Source: an optimization exercise on an open RTL-to-GDS flow (aim: small area, a short achievable clock period and few clock cycles per item). Production flows keep margins and buffers that such runs may drop.
Only simulation tests tie the RTL to the original design; equivalence was not proved.

==> flow/design.v, too long to show whole: its modules and the start of the top module <==
// module ntt_fa: 4 lines
// module ntt_ha: 4 lines
// module ntt_16point: 2129 lines
module ntt_16point(
    input wire clk,
    input wire rst,
    input wire start,
    input wire [111:0] data_in,
    output reg done,
    output wire [6:0] result_0,
    output wire [6:0] result_1,
    output wire [6:0] result_2,
    output wire [6:0] result_3,
    output wire [6:0] result_4,
    output wire [6:0] result_5,
    output wire [6:0] result_6,
    output wire [6:0] result_7,
    output wire [6:0] result_8,
    output wire [6:0] result_9,
    output wire [6:0] result_10,
    output wire [6:0] result_11,
    output wire [6:0] result_12,
    output wire [6:0] result_13,
    output wire [6:0] result_14,
    output wire [6:0] result_15
);
  // ...
==> flow/run.sh <==
#!/bin/bash
# synth_recipe.tcl (not shown) runs the flow's synth.tcl, then flattens the netlist and writes it again
# the make line also repeats each setting of config.mk as NAME=value (left out here)
make -C /OpenROAD-flow-scripts/flow DESIGN_CONFIG=/design/flow/config.mk WORK_HOME=/design/flow/orfs CLKGATE_MAP_FILE= SYNTH_SCRIPT=/design/flow/synth_recipe.tcl finish
==> flow/config.mk <==
export PLATFORM = sky130hd
export DESIGN_NAME = ntt_16point
export DESIGN_NICKNAME = ntt_16point
export VERILOG_FILES = /design/flow/design.v
export SDC_FILE = /design/flow/constraint.sdc
export NUM_CORES = 4
export LEC_CHECK = 0
export CAP_MARGIN = 20
export CORE_MARGIN = 2
export CORE_UTILIZATION = 65
export PLACE_DENSITY = 0.75
export SLEW_MARGIN = 20
export SYNTH_HIERARCHICAL = 1
==> flow/constraint.sdc <==
create_clock -name core_clock -period 16.0 [get_ports {clk}]
set_input_delay 3.2000 -clock core_clock [delete_from_list [all_inputs] [get_ports {clk}]]
set_output_delay 3.2000 -clock core_clock [all_outputs]
set_load 0.01 [all_outputs]
==> summary.md, run 1 <==
| Metric | Value |
|---|---|
| Fmax | `85.6 MHz` |
| Worst Setup EP | `result_6[6]` |
| CTS root buf | `clkbuf_16` |
| EDFF count, synth | `roughly 140` |
| FF+latch count | `140` |
| CP Class | `flip-flop to primary output` |
| Reg2Reg Launch Point | `done` |
| Vias per std cell | `5.22` |
| Resize count post-CTS | `0` |
| Most used flip-flop cell after synthesis | `edfxtp_1` |
| Hold WS | `approximately 0.48 ns` |
| M1 GR Usage | `between 30% and 40%` |
| Status | `complete, no violations` |
| R2R setup slack | `approximately 15 ns` |
| Tcrit/Tclk final | `about three quarters` |
| CP max stage cell | `fa_1` |
| Final slew viol count | `0` |
| Async SR Flop Fraction | `0%` |
| Synth Area in XOR/XNOR | `approximately 1.1%` |
| Final hold violations | `0` |
| Seq/total area | `a little over an eighth` |
| Cell Chain, Critical Path | `ha_1 -> fa_1 -> fa_1 -> fa_1 -> fa_1 -> inv_1 -> fa_1 -> fa_1 -> fa_1 -> fa_1 -> fa_1 -> ha_1 -> fa_1 -> fa_1 -> fa_1 -> inv_1 -> ha_1 -> inv_1 -> ha_1 -> fa_1 -> nand2b_4 -> xnor2_1 -> clkdlybuf4s50_1` |
| First-pass GRT wire length | `approximately 94000 µm` |
| Met2 routed WL | `30000 µm` |
| Row cnt | `77` |
| Top-count cell post-synth | `fa_1` |
| Die height | `217 µm` |
Testbench counts, summed over its fixed seeds: cycles 512, transforms 512.
==> run 2: changes to the inputs <==
--- a/flow/config.mk
+++ b/flow/config.mk
@@ -11,2 +11,3 @@
 export PLACE_DENSITY = 0.75
+export SETUP_SLACK_MARGIN = 5
 export SLEW_MARGIN = 20
==> run 2 against run 1 <==
Still clean. Clock skew is the same. Critical path depth increased by 3. First-iteration DRC count grew 6.2%. Die area is the same. Sequential cell count stayed put. Cell area up 5.3%. Largest cell class unchanged.
==> summary.md, run 2 <==
| Metric | Value |
|---|---|
| Final hold violations | `0 (unchanged)` |
| Fillers | `between 2000 and 3000` |
| CP Max Fanout | `5` |
| CTS max path bufs | `2` |
| H-tree Lvls | `4` |
| CORE AREA | `44400 µm²` |
| # DRC | `0` |
| Reg clk slew, reported paths | `around 0.060 ns` |
| Routed wire per std cell | `19.7 µm` |
| Die Area | `~47000 µm²` |
| CP Class | `flip-flop to primary output` |
| Fmax | `89.8 MHz (+5.0%)` |
| CTS sink cnt | `140` |
| Tcrit/Tclk final | `69.6% (-3.5 points)` |
| DR vias | `about 16000` |
| #FFs+latches synth | `140` |
| Final Wtd Congestion | `roughly 0.9` |
| Final min period | `roughly 11 ns` |
| Cell variety after synth | `15` |
| Area of the multi-input gates | `roughly 23000 µm²` |
| GR Util All Layers | `between 20% and 30%` |
| Mux contribution to synthesized area | `3.68%` |
| Initial DRT Pass Iterations | `7` |
| Avg Inst Size Synth | `roughly 14 µm²` |
| Post-synth top area share | `roughly 53%` |
| Worst clock skew | `0 ns` |
| RSZ-0062 raised after global routing | `true` |
| Cts hold-fix bufs | `0` |
| Die W | `roughly 220 µm` |
| Largest net degree at the start of global routing | `49` |
| Overflow after GRT | `0` |
| Final #Nets | `~3700` |
| Area grow syn2layout | `14.9%` |
| Layout cell share with drive strength beyond 1 | `between 20% and 30%` |
| Die height | `217 µm (unchanged)` |
| Worst Tran Pin Value | `0.668 ns` |
| Antenna-violating nets left | `0` |
| Simple-Gate Fraction of Synth Area | `less than 1%` |
| Synth warn | `7` |
| Row cnt | `77 (unchanged)` |
| Ranking of synthesized cells by area | `fa_1 53%, ha_1 16%, edfxtp_1 14%` |
| Synth top cells by count | `773 x fa_1, 620 x inv_1, 377 x ha_1, 139 x edfxtp_1, 112 x buf_4` |
| Cell Area, Placed | `around 31000 µm²` |
| Worst skew pair latency | `between 0.4 and 0.5 ns` |
| Cell area after layout | `between 30000 and 40000 µm²` |
| Vias in the first global route | `between 15000 and 20000` |
| Max-cap violations | `0` |
| Num CTS Buffers | `17` |
| Min-delay src | `done` |
| WP data required | `roughly 13 ns` |
| CTS root buf | `clkbuf_16` |
| Synth Area in Compound Gates | `less than 1%` |
| Mapped cell area | `29400 µm²` |
| Worst setup path startpoint | `r1149` |
| Final slew viol count | `0 (unchanged)` |
| Main combinational cell family by area after synthesis | `adder cells` |
| Synth Area in Adders | `68.7%` |
| Final Setup Violations | `0` |
| Most common cell after layout, fill and taps aside | `inv_1` |
| CTS tree | `done` |
| Starting Density | `approximately two thirds` |
| Commonest cells after routing, fill and taps aside | `616 x inv_1, 571 x fa_1, 345 x ha_1, 202 x fa_2, 139 x edfxtp_1` |
| Initial DRC Count | `roughly 760` |
| Syn_nets | `roughly 3400` |
| Worst Setup End Kind | `primary output` |
| Sequential cell area | `~4200 µm²` |
| Leading area contributor after synthesis | `fa_1` |
| Syn Inst Count | `between 2000 and 2500` |
| Dpl hpwl | `between 50000 and 60000 µm` |
| Startpoint types | `flip-flop` |
| Async SR Flop Fraction | `0% (unchanged)` |
| Fin cells | `a little over 3000` |
| Most used flip-flop cell after synthesis | `edfxtp_1` |
| Status | `complete, no violations` |
| First-pass GRT wire length | `97000 µm (+3.4%)` |
| Setup TNS Final | `0 ns` |
| Worst Path Arrival | `between 7 and 8 ns` |
| Final WL | `approximately 60000 µm` |
| Post-synthesis sequential area ratio | `roughly 14%` |
| Vias per std cell | `5.22 (about the same)` |
| Placed cell count | `around 2900` |
| Rel. slew slack | `between 50% and 60%` |
| IO Count | `about 230` |
| Number of diodes | `0` |
| Reg2Reg Launch Point | `done` |
| Initial antenna violation count | `0` |
| Count of buffers from port buffering | `between 200 and 250` |
| EDFF count, synth | `139 (unchanged)` |
| Synth Area in XOR/XNOR | `1.13% (unchanged)` |
| Worst Hold Class | `flip-flop to flip-flop` |
| Top-count cell post-synth | `fa_1` |
[run 2: layout make-up]
type                            instances  share of cell area [%]
Clock buffer                           18                    1.27
Clock inverter                         14                   0.715
Inverter                              620                    6.89
Multi-Input combinational cell       1290                    67.1
Sequential cell                       140                    12.4
Tap cell                              592                    2.19
Timing Repair Buffer                  357                    9.46
[run 2: through the flow]
| stage | util (%) | setup WS, ns | hold WS [ns] |
|---|---|---|---|
| final | 76.1 | 4.87 | 0.477 |
| after global routing | 76.1 | 4.63 | 0.504 |
| after CTS | 74.4 | 4.76 | 0.482 |
| after detailed placement | 70.7 | 4.75 | 0.468 |
| after global placement | 70.7 | 4.88 | 0.458 |
| after floorplan | - | 5.53 | 0.503 |
[run 2: worst max-delay path: stages (launching register included)]
cell and delay (ns):
edfxtp_1 0.40, buf_4 0.15, buf_6 0.11, ha_4 0.15, fa_2 0.36, fa_2 0.37, fa_2 0.48, fa_2 0.37
fa_2 0.41, fa_2 0.37, fa_2 0.35, fa_2 0.36, fa_1 0.49, ha_2 0.20, fa_1 0.47, fa_2 0.35
fa_1 0.48, inv_1 0.04, ha_1 0.27, inv_1 0.05, ha_2 0.18, fa_2 0.39, buf_4 0.16, buf_6 0.11
nand2b_4 0.14, xnor2_2 0.13, buf_2 0.17
[run 2: path summary, 6_finish.rpt]
check / to / slack, ns / cells past startpoint
setup reg to reg: done / 15.45 / 2
setup / recovery: result_14[6] / 4.87 / 26
hold reg to reg: done / 0.48 / 2
hold / removal: done / 0.48 / 2
[run 2: cell families after synthesis]
family,count (synthesis)
AO/OA/AOI/OAI,4
XOR/XNOR,38
adder cells (fa/ha/maj),1150
buffers and inverters,748
flip-flops,140
multiplexers,76
AND/OR/NAND/NOR,22
[run 2: modules after synthesis, one instance, submodules excluded]
module | flip-flops and latches | cell area [µm²] | copies in the design
ntt_16point | 140 | 10100 | 1
ntt_ha | 0 | 12.5 | 304
ntt_fa | 0 | 20.0 | 773
[run 2: repair_timing]
action,in CTS,in global routing
gates resized for setup,354,246
endpoints found under the setup margin,99,110
pin swaps,87,122
setup buffers,79,49
[run 2: per-layer routing]
metal | up-vias | global-route usage [%] | routed length (µm)
met5 | - | 0 | 0
met4 | 0 | 10.2 | 2460
met3 | 124 | 3.78 | 2470
met2 | 439 | 49.3 | 32400
met1 | 8346 | 33.9 | 22300
li1 | 6907 | - | -
==> run 3: changes to the inputs <==
--- a/flow/config.mk
+++ b/flow/config.mk
@@ -9,5 +9,3 @@
 export CORE_MARGIN = 2
-export CORE_UTILIZATION = 65
-export PLACE_DENSITY = 0.75
-export SETUP_SLACK_MARGIN = 5
+export CORE_UTILIZATION = 40
 export SLEW_MARGIN = 20
==> run 3 against run 2 <==
Maximum frequency decreased by 4.8%. Synthesized area did not move. Utilization fell by 32 points. Synthesized cell count is the same. Critical path type unchanged. Routed wire length rose by 1.3%. Sequential cell count stayed put. Sequential share of layout area increased by 0.52 points. Clock skew is the same.
==> summary.md, run 3 <==
| Metric | Value |
|---|---|
| DR vias | `15000 (-5.2%)` |
| WP data required | `12.80 ns (about the same)` |
| Largest net degree at the start of global routing | `80 (+63%)` |
| Die W | `275 µm (+27%)` |
| # DRC | `0 (unchanged)` |
| EDFF count, synth | `139 (unchanged)` |
| Syn Inst Count | `2178 (unchanged)` |
| Final #Nets | `3562 (-3.5%)` |
| H-tree Lvls | `4 (unchanged)` |
| Vias in the first global route | `18400 (-4.0%)` |
| Post-synth top area share | `52.6% (unchanged)` |
| Async SR Flop Fraction | `0% (unchanged)` |
| Dpl hpwl | `57300 µm (+11%)` |
| Final min period | `11.69 ns (+0.561 ns)` |
| Max-cap violations | `0 (unchanged)` |
| Simple-Gate Fraction of Synth Area | `0.825% (unchanged)` |
| Final Setup Violations | `0 (unchanged)` |
| RSZ-0062 raised after global routing | `false` |
| CTS sink cnt | `140 (unchanged)` |
| Initial DRC Count | `525 (-30%)` |
| Most used flip-flop cell after synthesis | `edfxtp_1` |
| Row cnt | `99 (+29%)` |
| Crit-path leading delay family | `adder cells` |
| Worst Setup End Kind | `primary output` |
| Worst clock skew | `0 ns (unchanged)` |
| Crit-path max cell delay | `0.56 ns (+0.07 ns)` |
| Cts hold-fix bufs | `0 (unchanged)` |
| Starting Density | `40.4% (-26 points)` |
| Most common cell after layout, fill and taps aside | `fa_1` |
| Rel. slew slack | `46.3% (-9.2 points)` |
| GR Util All Layers | `17.4% (-10 points)` |
| Main combinational cell family by area after synthesis | `adder cells` |
| CP max stage cell | `fa_1` |
| Fmax | `85.5 MHz (-4.8%)` |
| Cell mode on critical path | `fa_1` |
| Placed cell count | `3237 (+13%)` |
| Fillers | `6613 (+140%)` |
| Crit path buffers/inverters | `4 (-3)` |
| CORE AREA | `72800 µm² (+64%)` |
| Final hold violations | `0 (unchanged)` |
| Top-count cell post-synth | `fa_1` |
| CTS root buf | `clkbuf_16` |
| Initial antenna violation count | `1 (+1)` |
| Hold WS | `0.548 ns (+0.0713 ns)` |
| First-pass GRT wire length | `99500 µm (+2.6%)` |
| Setup TNS Final | `0 ns (unchanged)` |
| Initial DRT Pass Iterations | `4 (-3)` |
| CP Max Fanout | `7 (+2)` |
| Leading area contributor after synthesis | `fa_1` |
| Routed wire per std cell | `18.5 µm (-6.0%)` |
| Worst skew pair latency | `0.43 ns (about the same)` |
| Mapped cell area | `29400 µm² (unchanged)` |
| CTS max path bufs | `2 (unchanged)` |
| Ranking of synthesized cells by area | `fa_1 53%, ha_1 16%, edfxtp_1 14%` |
| Reg clk slew, reported paths | `0.07 ns (about the same)` |
| Vias per std cell | `4.59 (-12%)` |
| Post-synthesis sequential area ratio | `14.3% (unchanged)` |
| Cell Chain, Critical Path | `ha_1 -> fa_1 -> fa_1 -> fa_1 -> fa_1 -> fa_1 -> fa_1 -> inv_1 -> fa_1 -> fa_1 -> fa_1 -> fa_1 -> ha_1 -> fa_1 -> fa_1 -> inv_1 -> ha_1 -> inv_1 -> ha_1 -> fa_1 -> nand2b_4 -> xnor2_1 -> clkdlybuf4s50_1` |
| Cell variety after synth | `15 (unchanged)` |
| IO Count | `228 (unchanged)` |
| Number of diodes | `0 (unchanged)` |
| Die Area | `75700 µm² (+61%)` |
| Syn_nets | `3443 (unchanged)` |
| Synth warn | `7 (unchanged)` |
| Synth Area in Adders | `68.7% (unchanged)` |
| Startpoint types | `flip-flop` |
| CP Class | `flip-flop to primary output` |
| Synth Area in Compound Gates | `0.0681% (unchanged)` |
| Area grow syn2layout | `10.3%` |
| Num CTS Buffers | `17 (unchanged)` |
| Overflow after GRT | `0 (unchanged)` |
| Antenna-violating nets left | `0 (unchanged)` |
| Worst Hold Class | `flip-flop to flip-flop` |
| Layout cell share with drive strength beyond 1 | `4.89% (-18 points)` |
| Count of buffers from port buffering | `227 (unchanged)` |
| Worst Path Arrival | `8.49 ns (+0.56 ns)` |
| Fin cells | `3269 (+7.9%)` |
| Commonest cells after routing, fill and taps aside | `773 x fa_1, 620 x inv_1, 377 x ha_1, 226 x clkdlybuf4s50_1, 139 x edfxtp_1` |
| Mux contribution to synthesized area | `3.68% (unchanged)` |
| Die height | `275 µm (+27%)` |
| Final WL | `60400 µm (+1.3%)` |
| Synth top cells by count | `773 x fa_1, 620 x inv_1, 377 x ha_1, 139 x edfxtp_1, 112 x buf_4` |
| #FFs+latches synth | `140 (unchanged)` |
| Resize count post-CTS | `0 (-100%)` |
| Total setup buffers inserted after CTS | `0 (-100%)` |
| Avg Inst Size Synth | `13.5 µm² (unchanged)` |
| Final slew viol count | `0 (unchanged)` |
| Tcrit/Tclk final | `73.1% (+3.5 points)` |
| Status | `complete, no violations` |
| Worst Tran Pin Value | `0.806 ns (+0.138 ns)` |
| Final Wtd Congestion | `0.878 (-3.8%)` |
| CTS tree | `done` |
| Synth Area in XOR/XNOR | `1.13% (unchanged)` |
run 3: cell counts after synthesis:
Identical to the previous run, type by type.
run 3: routing by layer:
metal	wire (µm)	vias to the layer above	track usage (%)	share of wire (%)
met1	24700	8099	22.2	41
met3	2210	42	2.39	3.7
met2	32400	219	31.7	54
li1	-	6640	-	-
met5	0	-	0	0
met4	1020	0	3.39	1.7
run 3: cell families after synthesis:
group / count (synthesis)
xor+xnor: 38
simple gates: 22
fa+ha+maj: 1150
buf+inv: 748
flops: 140
mux: 76
compound gates: 4
run 3: worst paths after layout:
| kind | start | to | slack [ns] | cells after the start |
|---|---|---|---|---|
| worst min-delay path | done | done | 0.55 | 2 |
| worst max register to register | done | done | 15.39 | 2 |
| worst min register to register | done | done | 0.55 | 2 |
| worst max-delay path | r1176 | result_4[6] | 4.31 | 23 |
run 3: worst min-delay path, stage by stage, from the launching register on:
cell and delay (ns):
dfxtp_1 0.34, nor2_1 0.12, nor2_1 0.04
run 3: metrics by stage:
stage	util, %	setup WS [ns]	instance area [µm²]
6_report	44.5	4.31	32400
5_1_grt	44.5	3.95	32400
4_1_cts	44.5	4.26	32400
3_5_place_dp	43.8	4.68	31900
3_3_place_gp	43.8	4.84	31900
2_1_floorplan	-	5.53	29400
run 3: per-module statistics from Yosys (local to each module, per instance):
module | area [µm²] | cells | times used | flip-flops and latches
ntt_ha | 12.5 | 1 | 304 | 0
ntt_16point | 10100 | 1101 | 1 | 140
ntt_fa | 20.0 | 1 | 773 | 0
run 3: area by class of cell:
class	count	area [µm²]	area share (%)
clock inverter	15	136	0.421
timing repair buffer	228	2280	7.03
sequential	140	4190	12.9
multi-input combinational	1290	21900	67.4
inverter	620	2330	7.18
tap	959	1200	3.70
clock buffer	17	425	1.31
==> run 4: changes to the inputs <==
==> flow/flow/run.sh (new file) <==
#!/bin/bash
set -euo pipefail
export BUFFER_PORTS_ARGS="-buffer_cell sky130_fd_sc_hd__buf_1"
bash standard.sh > flow_make.log 2>&1
==> flow/standard.sh (new file) <==
#!/bin/bash
# synth_recipe.tcl (not shown) runs the flow's synth.tcl, then flattens the netlist and writes it again
# the make line also repeats each setting of config.mk as NAME=value (left out here)
make -C /OpenROAD-flow-scripts/flow DESIGN_CONFIG=/design/flow/config.mk WORK_HOME=/design/flow/orfs CLKGATE_MAP_FILE= SYNTH_SCRIPT=/design/flow/synth_recipe.tcl "${@:-finish}"
removed: flow/run.sh
==> run 4 against run 3 <==
Sequential share of layout area grew 0.59 points. Non-clock buffer count rose by 1. Die area unchanged. Critical path type unchanged. Global-route usage decreased by 0.30 points. Routed wire length fell by 0.77%. Synthesized area unchanged. Utilization is 1.9 points lower. Clock skew unchanged. Critical path depth shrank 1. Clock-buffer cell count is the same. Largest cell class unchanged. Hold slack got worse by 0.075 ns. Highest routed layer unchanged.
==> summary.md, run 4 <==
| Metric | Value |
|---|---|
| Tcrit/Tclk final | `70.7% (-2.4 points)` |
| IO Count | `228 (unchanged)` |
| Status | `complete, no violations` |
| Hold Path End | `done` |
| CP max stage cell | `fa_1` |
| Ranking of synthesized cells by area | `fa_1 53%, ha_1 16%, edfxtp_1 14%` |
| Commonest cells after routing, fill and taps aside | `773 x fa_1, 620 x inv_1, 377 x ha_1, 226 x buf_1, 139 x edfxtp_1` |
| Syn_nets | `3443 (unchanged)` |
| Cell Chain, Critical Path | `ha_1 -> fa_1 -> fa_1 -> fa_1 -> fa_1 -> fa_1 -> fa_1 -> fa_1 -> fa_1 -> fa_1 -> ha_1 -> fa_1 -> fa_1 -> fa_1 -> inv_1 -> ha_1 -> inv_1 -> ha_1 -> fa_1 -> nand2b_4 -> xnor2_1 -> buf_1` |
| Worst Path Arrival | `8.11 ns (-0.38 ns)` |
| EDFF count, synth | `139 (unchanged)` |
| CTS tree | `done` |
| Area grow syn2layout | `5.45%` |
| Count of buffers from port buffering | `227 (unchanged)` |
| Fin cells | `3269 (unchanged)` |
| Avg Inst Size Synth | `13.5 µm² (unchanged)` |
| CORE AREA | `72800 µm² (unchanged)` |
| Leading area contributor after synthesis | `fa_1` |
| Top-count cell post-synth | `fa_1` |
| Rel. slew slack | `35.1% (-11 points)` |
| Die W | `275 µm (unchanged)` |
| Max-cap violations | `0 (unchanged)` |
| CTS max path bufs | `2 (unchanged)` |
| Layout cell share with drive strength beyond 1 | `4.94% (+0.043 points)` |
| Resize count post-CTS | `0 (unchanged)` |
| RR Endpoint | `done` |
| Total setup buffers inserted after CTS | `0 (unchanged)` |
| Final Setup Violations | `0 (unchanged)` |
| CTS sink cnt | `140 (unchanged)` |
| Initial DRT Pass Iterations | `4 (unchanged)` |
| Place WS | `5.06 ns (+0.375 ns)` |
| R2R setup slack | `15.43 ns (+0.04 ns)` |
| Final Wtd Congestion | `0.891 (+1.5%)` |
| Synth Area in Compound Gates | `0.0681% (unchanged)` |
| Main combinational cell family by area after synthesis | `adder cells` |
| Starting Density | `40.4% (unchanged)` |
| Number of diodes | `0 (unchanged)` |
| Initial antenna violation count | `0 (-1)` |
| Post-synthesis sequential area ratio | `14.3% (unchanged)` |
| Antenna-violating nets left | `0 (unchanged)` |
| WP depth | `22 (-4.3%)` |
| Synth Area in Adders | `68.7% (unchanged)` |
| Synth top cells by count | `773 x fa_1, 620 x inv_1, 377 x ha_1, 139 x edfxtp_1, 112 x buf_4` |
| First-pass GRT wire length | `97600 µm (-1.9%)` |
| DR vias | `15000 (-0.13%)` |
| Worst Setup End Kind | `primary output` |
| Vias per std cell | `4.58 (-0.13%)` |
| Post-synth top area share | `52.6% (unchanged)` |
| Worst Hold Class | `flip-flop to flip-flop` |
| Hold depth | `2 (unchanged)` |
| CP Class | `flip-flop to primary output` |
| Initial DRC Count | `466 (-11%)` |
| Final WL | `59900 µm (-0.77%)` |
| Reg2Reg Depth | `2 (unchanged)` |
| Synth warn | `7 (unchanged)` |
| # DRC | `0 (unchanged)` |
| Placed cell count | `3238 (+0.031%)` |
| Vias in the first global route | `18200 (-1.2%)` |
| Die Area | `75700 µm² (unchanged)` |
| Setup TNS Final | `0 ns (unchanged)` |
| Dpl hpwl | `57000 µm (-0.59%)` |
| Final min period | `11.31 ns (-0.378 ns)` |
| Mux contribution to synthesized area | `3.68% (unchanged)` |
| Routed wire per std cell | `18.3 µm (-0.77%)` |
| Cell mode on critical path | `fa_1` |
| Reg2Reg Launch Point | `done` |
| Final hold violations | `0 (unchanged)` |
| CP Max Fanout | `7 (unchanged)` |
| Hold WS | `0.473 ns (-0.0754 ns)` |
| Synth Area in XOR/XNOR | `1.13% (unchanged)` |
| Crit path buffers/inverters | `3 (-1)` |
| Most used flip-flop cell after synthesis | `edfxtp_1` |
| RSZ-0062 raised after global routing | `false` |
| Final WS setup | `4.69 ns (+0.378 ns)` |
| Num CTS Buffers | `17 (unchanged)` |
| Syn Inst Count | `2178 (unchanged)` |
| CTS root buf | `clkbuf_16` |
| Mapped cell area | `29400 µm² (unchanged)` |
| Overflow after GRT | `0 (unchanged)` |
| Reg clk slew, reported paths | `0.07 ns (about the same)` |
| Crit-path leading delay family | `adder cells` |
| Min-delay src | `done` |
| Worst skew pair latency | `0.43 ns (about the same)` |
| Fmax | `88.4 MHz (+3.3%)` |
| H-tree Lvls | `4 (unchanged)` |
| WP data required | `12.80 ns (about the same)` |
| Largest net degree at the start of global routing | `75 (-6.3%)` |
| #FFs+latches synth | `140 (unchanged)` |
| Simple-Gate Fraction of Synth Area | `0.825% (unchanged)` |
| Row cnt | `99 (unchanged)` |
| Final #Nets | `3563 (+0.028%)` |
| Cell variety after synth | `15 (unchanged)` |
| Most common cell after layout, fill and taps aside | `fa_1` |
| Final slew viol count | `0 (unchanged)` |
| Async SR Flop Fraction | `0% (unchanged)` |
| GR Util All Layers | `17.1% (-0.30 points)` |
| Die height | `275 µm (unchanged)` |
| Crit-path max cell delay | `0.55 ns (about the same)` |
| Worst Tran Pin Value | `0.973 ns (+0.167 ns)` |
| Cts hold-fix bufs | `0 (unchanged)` |
| Worst clock skew | `0 ns (unchanged)` |
| Startpoint types | `flip-flop` |
[run 4: cell counts after synthesis]
No cell type changed its count.
[run 4: metrics by stage]
stage          utilization, %  area (µm²)
3_3_place_gp             41.8       30500
2_1_floorplan               -       29400
4_1_cts                  42.6       31000
6_report                 42.6       31000
5_1_grt                  42.6       31000
3_5_place_dp             41.8       30500
[run 4: tightest hold or removal path: stages, from the launching register on]
cell	delay [ns]
dfxtp_1	0.32
nor2_1	0.05
nor2_1	0.07
[run 4: cells by family after synthesis]
group           Yosys count
simple gates             22
compound gates            4
fa+ha+maj              1150
buf+inv                 748
flops                   140
mux                      76
xor+xnor                 38
[run 4: routing by layer]
metal  vias to the layer above  track usage (%)  wire [µm]
met4                         0             4.04       1370
met1                      8027             21.6      24300
met2                       255             30.7      31700
li1                       6650                -          -
met5                         -                0          0
met3                        49             2.78       2570
[run 4: layout make-up]
cell class                      instances  area [µm²]
Clock buffer                           17         425
Clock inverter                         14         128
Fill cell                            6672       41800
Inverter                              620        2330
Multi-Input combinational cell       1290       21900
Sequential cell                       140        4190
Tap cell                              959        1200
Timing Repair Buffer                  229         871
[run 4: worst max path at each step]
stage | endpoint | start
finish | result_6[6] | r1149
global route | result_14[6] | r1149
CTS | result_6[6] | r1149
detailed placement | result_6[6] | r1149
global placement | result_8[6] | r1140
floorplan | result_4[1] | r1176
[run 4: per-module statistics from Yosys, one instance, submodules excluded]
module / flip-flops and latches / times used / cell area [µm²] / cells inside
ntt_fa: 0 / 773 / 20.0 / 1
ntt_ha: 0 / 304 / 12.5 / 1
ntt_16point: 140 / 1 / 10100 / 1101
==> run 5: changes to the inputs <==
==> flow/flow/run.sh (replaced) <==
#!/bin/bash
set -euo pipefail
export BUFFER_PORTS_ARGS="-buffer_cell sky130_fd_sc_hd__buf_2"
bash standard.sh > flow_make.log 2>&1
==> run 5 against run 4 <==
Critical path type unchanged. Clock skew is the same. Routed wire length is 0.61% lower. Synthesized cell count unchanged. Global-route usage about the same. Highest routed layer unchanged. Still clean on timing, DRC and antenna. Setup slack worse by 0.021 ns.
==> summary.md, run 5 <==
| Metric | Value |
|---|---|
| Status | `complete, no violations` |
| Resize count post-CTS | `0 (unchanged)` |
| Die height | `275 µm (unchanged)` |
| H-tree Lvls | `4 (unchanged)` |
| Syn Inst Count | `2178 (unchanged)` |
| Ranking of synthesized cells by area | `fa_1 53%, ha_1 16%, edfxtp_1 14%` |
| Commonest cells after routing, fill and taps aside | `773 x fa_1, 620 x inv_1, 377 x ha_1, 226 x buf_2, 139 x edfxtp_1` |
| Max-cap violations | `0 (unchanged)` |
| CTS tree | `done` |
| Worst Path Arrival | `8.14 ns (+0.03 ns)` |
| Met2 global-route usage | `31.0% (+0.28 points)` |
| Initial antenna violation count | `0 (unchanged)` |
| Num CTS Buffers | `17 (unchanged)` |
| Initial DRT Pass Iterations | `4 (unchanged)` |
| Worst Setup End Kind | `primary output` |
| Fillers | `6662 (-0.15%)` |
| Cell variety after synth | `15 (unchanged)` |
| Tcrit/Tclk final | `70.8% (+0.13 points)` |
| Post-synthesis sequential area ratio | `14.3% (unchanged)` |
| Top-count cell post-synth | `fa_1` |
| Leading area contributor after synthesis | `fa_1` |
| Most common cell after layout, fill and taps aside | `fa_1` |
| Overflow after GRT | `0 (unchanged)` |
| Mapped cell area | `29400 µm² (unchanged)` |
| CTS sink cnt | `140 (unchanged)` |
| Largest net degree at the start of global routing | `75 (unchanged)` |
| # DRC | `0 (unchanged)` |
| Final Wtd Congestion | `0.894 (+0.28%)` |
| Die Area | `75700 µm² (unchanged)` |
| CORE AREA | `72800 µm² (unchanged)` |
| Final #Nets | `3562 (-0.028%)` |
| Synth top cells by count | `773 x fa_1, 620 x inv_1, 377 x ha_1, 139 x edfxtp_1, 112 x buf_4` |
| Post-synth top area share | `52.6% (unchanged)` |
| CP Max Fanout | `7 (unchanged)` |
| Reg clk slew, reported paths | `0.07 ns (about the same)` |
| IO Count | `228 (unchanged)` |
| Initial DRC Count | `473 (+1.5%)` |
| Synth warn | `7 (unchanged)` |
| Row cnt | `99 (unchanged)` |
| Final Setup Violations | `0 (unchanged)` |
| Worst Tran Pin Value | `0.920 ns (-0.0526 ns)` |
| Synth Area in Compound Gates | `0.0681% (unchanged)` |
| Die W | `275 µm (unchanged)` |
| Setup TNS Final | `0 ns (unchanged)` |
| Number of diodes | `0 (unchanged)` |
| RSZ-0062 raised after global routing | `false` |
| Hold depth | `2 (unchanged)` |
| CTS root buf | `clkbuf_16` |
| Async SR Flop Fraction | `0% (unchanged)` |
| Cts hold-fix bufs | `0 (unchanged)` |
| Antenna-violating nets left | `0 (unchanged)` |
| Layout cell share with drive strength beyond 1 | `14.7% (+9.8 points)` |
| Synth Area in XOR/XNOR | `1.13% (unchanged)` |
| Most used flip-flop cell after synthesis | `edfxtp_1` |
| Min-delay src | `done` |
| CP Class | `flip-flop to primary output` |
| Area grow syn2layout | `6.58%` |
| Crit-path max cell delay | `0.55 ns (about the same)` |
| DR vias | `14800 (-0.95%)` |
| Worst clock skew | `0 ns (unchanged)` |
| Final min period | `11.34 ns (+0.0208 ns)` |
| GR Util All Layers | `17.1% (-0.039 points)` |
| WP data required | `12.80 ns (about the same)` |
| Final WL | `59600 µm (-0.61%)` |
| #FFs+latches synth | `140 (unchanged)` |
| Hold Path End | `done` |
| Reg2Reg Depth | `2 (unchanged)` |
| Hold WS | `0.494 ns (+0.0211 ns)` |
| Mux contribution to synthesized area | `3.68% (unchanged)` |
| Most crowded layer after global routing | `met2` |
| Starting Density | `40.4% (unchanged)` |
| Count of buffers from port buffering | `227 (unchanged)` |
| M1 GR Usage | `22.4% (+0.73 points)` |
| Routed wire per std cell | `18.2 µm (-0.61%)` |
| Simple-Gate Fraction of Synth Area | `0.825% (unchanged)` |
| Met3 Usage GRT | `1.89% (-0.89 points)` |
| Cell Chain, Critical Path | `ha_1 -> fa_1 -> fa_1 -> fa_1 -> fa_1 -> fa_1 -> fa_1 -> fa_1 -> inv_1 -> fa_1 -> fa_1 -> fa_1 -> ha_1 -> fa_1 -> fa_1 -> inv_1 -> ha_1 -> inv_1 -> ha_1 -> fa_1 -> nand2b_4 -> xnor2_1 -> buf_2` |
| Syn_nets | `3443 (unchanged)` |
| Vias in the first global route | `18100 (-0.45%)` |
| First-pass GRT wire length | `97800 µm (+0.18%)` |
| Final hold violations | `0 (unchanged)` |
| Worst Hold Class | `flip-flop to flip-flop` |
| Vias per std cell | `4.54 (-0.95%)` |
| RR Endpoint | `done` |
| EDFF count, synth | `139 (unchanged)` |
| Final slew viol count | `0 (unchanged)` |
| CTS max path bufs | `2 (unchanged)` |
| Worst skew pair latency | `0.43 ns (about the same)` |
| CP max stage cell | `fa_1` |
| R2R setup slack | `15.41 ns (-0.02 ns)` |
| Synth Area in Adders | `68.7% (unchanged)` |
| Startpoint types | `flip-flop` |
| Cell mode on critical path | `fa_1` |
| Dpl hpwl | `56500 µm (-0.78%)` |
| Rel. slew slack | `38.6% (+3.5 points)` |
| Fmax | `88.2 MHz (-0.18%)` |
| Avg Inst Size Synth | `13.5 µm² (unchanged)` |
| Main combinational cell family by area after synthesis | `adder cells` |
| Total setup buffers inserted after CTS | `0 (unchanged)` |
| Reg2Reg Launch Point | `done` |
## run 5: cell count changes in the layout (fill, tap and decap cells not counted), sizes merged
cell / delta
bufinv: +2
clkbuf: -1
inv: -1
## run 5: area by class of cell
cell class	instances	area, µm²	share of cell area [%]
repair buffers	228	1150	3.67
flip-flops and latches	140	4190	13.4
well taps	959	1200	3.83
clock inverters	15	181	0.579
multi-input cells	1290	21900	69.8
clock buffers	17	425	1.36
inverters	620	2330	7.42
## run 5: worst max-delay path, delay by kind of cell, from the launching register on
kind	cells	cell delay [ns]
xor+xnor	1	0.14
simple gates	1	0.21
buf+inv	4	0.30
flops	1	0.41
fa+ha+maj	17	6.62
## run 5: cell families after synthesis
logic type,count (synthesis)
mux,76
compound gates,4
xor+xnor,38
fa+ha+maj,1150
simple gates,22
flops,140
buf+inv,748
## run 5: worst max path at each step
stage                     start           to  depth (start not counted)  slack [ns]
after floorplan           r1176  result_4[1]                         23        5.53
after global routing      r1176  result_4[6]                         23        4.39
after global placement    r1140  result_8[4]                         21        5.24
after CTS                 r1176  result_4[6]                         23        4.61
after detailed placement  r1176  result_8[1]                         22        5.08
final                     r1176  result_4[6]                         23        4.66
## run 5: modules after synthesis, one instance, submodules excluded
module,flops+latches,times used,area (µm²)
ntt_ha,0,304,12.5
ntt_16point,140,1,10100
ntt_fa,0,773,20.0
## run 5: per-layer routing
layer	vias up	wire [µm]	part of all wire, %
met5	-	0	0
met4	0	729	1.2
met3	23	2130	3.6
met2	204	32100	54
met1	7966	24600	41
li1	6646	-	-
## run 5: per-stage QoR
step / setup slack (ns) / area [µm²] / std cells / utilization [%]
4_1_cts: 4.61 / 31300 / 3269 / 43.0
2_1_floorplan: 5.53 / 29400 / 2178 / -
5_1_grt: 4.39 / 31300 / 3269 / 43.0
3_5_place_dp: 5.08 / 30700 / 3237 / 42.2
3_3_place_gp: 5.24 / 30700 / 3237 / 42.2
6_report: 4.66 / 31300 / 3269 / 43.0

port drivers added, routing unchanged:
In the flow no input, the clock included, has a driving cell. The finished layouts below were timed again as built, in two steps. Step 1 (the two cells are an assumption about what drives the block):
set clk [get_ports {clk}]
set_driving_cell -lib_cell sky130_fd_sc_hd__clkbuf_16 $clk
set_driving_cell -lib_cell sky130_fd_sc_hd__buf_2 [delete_from_list [all_inputs] $clk]
Step 2 times the ports against the registers' clock, not the clock port: input delays grow and output delays shrink by t, the midpoint of the rising clock arrivals with the driver on. Slacks: no drivers / after step 1 / after step 2; pairs: no drivers / after step 1.
run | shift t [ns] | setup WS [ns] | clock arrival spread, ns | slew at the worst register clock pin (ns) | pins driven straight from the clock port
run 1 | 0.478 | 4.314 / 4.264 / 4.742 | 0.013 / 0.013 | 0.07 / 0.07 | 1
run 2 | 0.477 | 4.869 / 4.818 / 5.090 | 0.013 / 0.012 | 0.07 / 0.07 | 1
run 3 | 0.487 | 4.308 / 4.249 / 4.736 | 0.011 / 0.011 | 0.07 / 0.07 | 1
run 4 | 0.480 | 4.685 / 4.629 / 5.109 | 0.009 / 0.009 | 0.07 / 0.07 | 1
run 5 | 0.476 | 4.665 / 4.607 / 5.083 | 0.017 / 0.016 | 0.07 / 0.07 | 1
After both steps setup and hold are still met in every run listed.
